This design comes from an exercise in tuning for small area on the open sky130 flow, not from production work.
The RTL was checked by simulation tests, not by an equivalence proof against the original design.
Power and IR drop assume default switching activity.

v16:
Design RGBtoHSV, start of the top module:
module RGBtoHSV(
    output [31:0] H,
    output [31:0] S,
    output [31:0] V,
    output [31:0] S1,
    output [31:0] S2,
    output [31:0] Corner,
    output [31:0] Delta,
    output [31:0] Max,
    output [2:0]  State,
    input  [31:0] R,
    input  [31:0] G,
    input  [31:0] B,
    input         Clk,
    input         reset
);
    wire [2:0] st;
    Controler ctr(.State(st), .reset(reset), .Clk(Clk));
    assign State = st;
    wire s1 = (st == 3'd1);
    wire s2 = (st == 3'd2);
    wire s3 = (st == 3'd3);
    wire s4 = (st == 3'd4);
    wire s5 = (st == 3'd5);
    wire s6 = (st == 3'd6);
    reg [31:0] rR, rG, rB;
    always @(posedge Clk) begin
        if (s1) begin
            rR <= R;
            rG <= G;
            rB <= B;
        end
    end
    wire geRG, geRB, geGB;
    Compare_fp cRG(.ge(geRG), .a(rR), .b(rG));
    Compare_fp cRB(.ge(geRB), .a(rR), .b(rB));
    Compare_fp cGB(.ge(geGB), .a(rG), .b(rB));
  ...
Size: roughly 3100 cells after synthesis, ~360 I/O pins, ~0.028 mm^2 of cells after synthesis.
==> flow/config.mk <==
export PLATFORM = sky130hd
export DESIGN_NAME = RGBtoHSV
export DESIGN_NICKNAME = RGBtoHSV
export VERILOG_FILES = /design/flow/design.v
export SDC_FILE = /design/flow/constraint.sdc
export NUM_CORES = 8
export LEC_CHECK = 0
export ABC_AREA = 1
export CAP_MARGIN = 10
export CORE_MARGIN = 2
export CORE_UTILIZATION = 55
export PLACE_DENSITY = 0.7
export SLEW_MARGIN = 10
==> flow/constraint.sdc <==
create_clock -name core_clock -period 100.0 [get_ports {Clk}]
set_input_delay 20.0000 -clock core_clock [delete_from_list [all_inputs] [get_ports {Clk}]]
set_output_delay 20.0000 -clock core_clock [all_outputs]
set_load 0.01 [all_outputs]
standard.sh (not shown) runs the stock make flow with config.mk's settings and CLKGATE_MAP_FILE= SYNTH_SCRIPT=/design/flow/synth_recipe.tcl, a recipe that flattens the netlist after the stock synthesis.
==> flow/flow/run.sh <==
#!/bin/bash
# Standard synthesis, then the combinational logic between the standard
# synthesis's registers, full adders and tie cells is mapped again by ABC for
# area (registers keep their names and cells), then the standard layout
# with sky130_fd_sc_hd__buf_1 as the port buffer and a clock tree
# without dummy loads.
set -euo pipefail
R=orfs/results/${FLOW_PLATFORM}/RGBtoHSV/base
LIB=${FLOW_HOME}/platforms/${FLOW_PLATFORM}/lib/sky130_fd_sc_hd__tt_025C_1v80.lib
bash standard.sh synth > synth.log 2>&1
cp $R/1_2_yosys.v $R/1_2_yosys.std.v
DU=$(sed -n '/^export DONT_USE_CELLS/,/^$/p' ${FLOW_HOME}/platforms/${FLOW_PLATFORM}/config.mk | grep -o 'sky130_fd_sc_hd__[a-z0-9_]*' | sed 's/^/-dont_use /' | tr '\n' ' ')
sed -e "s#@LIB@#${LIB}#g" -e "s#@IN@#$R/1_2_yosys.std.v#g" -e "s#@OUT@#$R/1_2_yosys.v#g" -e "s#@DU@#${DU}#g" \
    flow/resyn.ys.in > resyn.ys
yosys -s resyn.ys > resyn.log 2>&1
bash standard.sh "BUFFER_PORTS_ARGS=-buffer_cell sky130_fd_sc_hd__buf_1" \
    "CTS_ARGS=-sink_clustering_enable -repair_clock_nets -dont_use_dummy_load -buf_list sky130_fd_sc_hd__clkbuf_4 -sink_clustering_size 10 -sink_clustering_max_diameter 40" finish > standard.log 2>&1
==> flow/flow/resyn.ys.in <==
read_liberty -ignore_miss_func @LIB@
read_verilog @IN@
hierarchy -top RGBtoHSV
blackbox sky130_fd_sc_hd__fa_1 sky130_fd_sc_hd__edfxtp_1 sky130_fd_sc_hd__dfxtp_1 sky130_fd_sc_hd__dfrtp_1 sky130_fd_sc_hd__conb_1
flatten
opt_clean
abc -liberty @LIB@ @DU@ -script +strash;dch;amap,-m,-F,2,-A,8,-C,1000;topo
opt_clean -purge
stat -liberty @LIB@
write_verilog -noattr -noexpr -nohex -nodec @OUT@
v16 closes out successfully: all stages finished, all timing, DRC and antenna checks passed.
Changes in v18 relative to v16:
Settings: PLACE_DENSITY now 0.6, was 0.7; CORE_UTILIZATION now 45, was 55.
-- flow/flow/run.sh --
<<< v16, line 15
yosys -s resyn.ys > resyn.log 2>&1
bash standard.sh "BUFFER_PORTS_ARGS=-buffer_cell sky130_fd_sc_hd__buf_1" \
    "CTS_ARGS=-sink_clustering_enable -repair_clock_nets -dont_use_dummy_load -buf_list sky130_fd_sc_hd__clkbuf_4 -sink_clustering_size 10 -sink_clustering_max_diameter 40" finish > standard.log 2>&1
>>> v18, line 15
yosys -s resyn.ys > resyn.log 2>&1
bash standard.sh "BUFFER_PORTS_ARGS=-buffer_cell sky130_fd_sc_hd__buf_1" \
    "CTS_ARGS=-sink_clustering_enable -repair_clock_nets -dont_use_dummy_load -buf_list sky130_fd_sc_hd__clkbuf_4 -sink_clustering_size 10" finish > standard.log 2>&1
v18 reached the end of the flow, and the finished layout is clean on the timing, DRC and antenna checks.
Relative to v16, area inside the core boundary increased by about 20% in v18.
Taking v16 as the reference, in v18 tap cell count has increased, non-filler instance count after layout climbed 149, final non-filler cell area went up, maximum number of pins on one net before global-route repair went up.
Net total in the final layout was higher in v18 than in v16.
[diff] total power, v18 relative to v16: regression
Lower global-route usage goes to v18 over v16.
v18 ended up with S[29] as its capture point of the critical path; v16 ended up with S[30].
The final critical delay including setup and external delays of v18 is higher than that of v16.
diff inputs: v18 => v4
Settings: PLACE_DENSITY: 0.6 -> 0.7; CORE_UTILIZATION: 45 -> 55; GPL_ROUTABILITY_DRIVEN: unset -> 0.
-- flow/flow/run.sh --
<<< v18, line 15
yosys -s resyn.ys > resyn.log 2>&1
bash standard.sh "BUFFER_PORTS_ARGS=-buffer_cell sky130_fd_sc_hd__buf_1" \
    "CTS_ARGS=-sink_clustering_enable -repair_clock_nets -dont_use_dummy_load -buf_list sky130_fd_sc_hd__clkbuf_4 -sink_clustering_size 10" finish > standard.log 2>&1
>>> v4, line 15
yosys -s resyn.ys > resyn.log 2>&1
bash standard.sh "BUFFER_PORTS_ARGS=-buffer_cell sky130_fd_sc_hd__buf_1" \
    "CTS_ARGS=-sink_clustering_enable -repair_clock_nets -dont_use_dummy_load -buf_list sky130_fd_sc_hd__clkbuf_4 -sink_clustering_size 10 -sink_clustering_max_diameter 33" finish > standard.log 2>&1
--- outcome ---
v4 reports its termination of the worst setup path as S[30] while v18 reports S[29].
v18 ended up with more cell instances than v4 did.
On final-layout worst hold slack: v4 sits below v18.
v18 → v4: aggregate routed wire length now smaller; worst setup slack after placement lost 0.43 ns; met2 wire length dropped 5900 um.
For v50, these inputs were changed with respect to v4:
Settings: PLACE_DENSITY: 0.7 -> 0.6; CORE_UTILIZATION: 55 -> 45; GPL_ROUTABILITY_DRIVEN: 0 -> unset.
-- flow/flow/run.sh --
<<< v4, line 15
yosys -s resyn.ys > resyn.log 2>&1
bash standard.sh "BUFFER_PORTS_ARGS=-buffer_cell sky130_fd_sc_hd__buf_1" \
    "CTS_ARGS=-sink_clustering_enable -repair_clock_nets -dont_use_dummy_load -buf_list sky130_fd_sc_hd__clkbuf_4 -sink_clustering_size 10 -sink_clustering_max_diameter 33" finish > standard.log 2>&1
>>> v50, line 15
yosys -s resyn.ys > resyn.log 2>&1
bash standard.sh "BUFFER_PORTS_ARGS=-buffer_cell sky130_fd_sc_hd__buf_1" \
    "CTS_ARGS=-sink_clustering_enable -repair_clock_nets -dont_use_dummy_load -buf_list sky130_fd_sc_hd__clkbuf_4 -sink_clustering_size 16" finish > standard.log 2>&1
Notes after the runs:
The final reports for v50 and v4 show clock power share higher in the former.
Re maximum fanout encountered on the critical timing path: no difference whatsoever between v50 and v4.
When v50 is measured against v4, its clock buffer count turns out 28 higher.
v4 → v50: global-route wire length before repair rose 6.6%, maximum operating frequency rose 0.20 MHz, largest net degree at the start of global routing rose about 60%.
As of v50, tapcell count had risen by more than 10% compared to v4.
v4 → v50: total power draw now sits higher; final cell count now sits higher.
diff inputs: v50 => v13
-- flow/flow/run.sh --
<<< v50, line 15
yosys -s resyn.ys > resyn.log 2>&1
bash standard.sh "BUFFER_PORTS_ARGS=-buffer_cell sky130_fd_sc_hd__buf_1" \
    "CTS_ARGS=-sink_clustering_enable -repair_clock_nets -dont_use_dummy_load -buf_list sky130_fd_sc_hd__clkbuf_4 -sink_clustering_size 16" finish > standard.log 2>&1
>>> v13, line 15
yosys -s resyn.ys > resyn.log 2>&1
bash standard.sh "BUFFER_PORTS_ARGS=-buffer_cell sky130_fd_sc_hd__buf_1" \
    "CTS_ARGS=-sink_clustering_enable -repair_clock_nets -dont_use_dummy_load -buf_list sky130_fd_sc_hd__clkbuf_4 -sink_clustering_size 10 -sink_clustering_max_diameter 40" finish > standard.log 2>&1
The worst-skew pair later-pin latency on v50 is in line with that on v13.
Sort v13 and v50 by routing usage on met3 desc -> top: v50
Global routing usage summed across all routing layers was higher in the run labelled v50.
Part of the cycle the worst path needs: v13 vs v50 — no meaningful difference
Diff v13 and v50: area fraction of clock buffers and clock inverters higher in v50
Compared v50 against v13; data required time at the worst endpoint within noise.
As of v13, global-route wire length before repair had fallen slightly compared to v50.
Sort v13 and v50 by number of detailed-route iterations in the first pass desc -> top: v50
The setup slack of v13 is smaller than that of v50.
Share of the core filled with cells in the final layout | v13 below v50
Diff v13..v50 | final-layout non-clock buffer area share | negligible
Setup changes, v13 to v54
Settings: GPL_ROUTABILITY_DRIVEN newly set to 0.
Findings:
Reported for v54 and v13, storage element area turned out identical to the last digit.
Comparing v54 and v13, the lower number of clock buffers in the layout is on v54.
Clock power: v54 and v13 compared, higher one is v13
v54 and v13 ended up with nearly the same number of instances resized during post-cts repair.
v54 vs. v13: fmax increased by about 0.7% relative to the old numbers; estimated wirelength of the detail-placed design decreased by 4.9% relative to the old numbers; minimum clock period after layout decreased by 0.48 ns relative to the old numbers; share of power burned in registers increased by 1.8 points relative to the old numbers; total power decreased by 2.7% relative to the old numbers.
[v54 vs v13] fraction of met3 tracks used by global routing: lower in v54
For final non-filler cell total, v54 and v13 come out practically identical.

[separate check: timing with driven ports]
No port has a modelled driver above. Below, the same layouts with a new extraction and two added sets of constraints. Step 1 assumes that a clkbuf_16 drives the clock port and a buf_2 every other input. Step 2, shift: input delay + t, output delay - t, t = (earliest + latest rising clock arrival at the registers) / 2. This alone moves slack from input paths to output paths. Slacks: ideal / step 1 / step 2; pairs: ideal / step 1.
| run | t, ns | slack for setup (ns) | worst hold slack (ns) | worst register clock-pin slew, ns |
|---|---|---|---|---|
| v16 | 0.800 | 30.686 / 30.633 / 31.433 | 0.515 / 0.515 / 0.515 | 0.12 / 0.12 |
| v18 | 0.853 | 30.546 / 30.491 / 31.344 | 0.558 / 0.558 / 0.558 | 0.07 / 0.07 |
| v4 | 0.791 | 29.619 / 29.562 / 30.353 | 0.501 / 0.501 / 0.501 | 0.11 / 0.11 |
| v50 | 0.847 | 30.572 / 30.517 / 31.363 | 0.561 / 0.561 / 0.561 | 0.07 / 0.07 |
| v13 | 0.825 | 30.501 / 30.448 / 31.272 | 0.570 / 0.570 / 0.570 | 0.11 / 0.11 |
| v54 | 0.802 | 30.978 / 30.924 / 31.726 | 0.583 / 0.583 / 0.583 | 0.12 / 0.12 |
After both steps setup and hold are still met in every run listed.
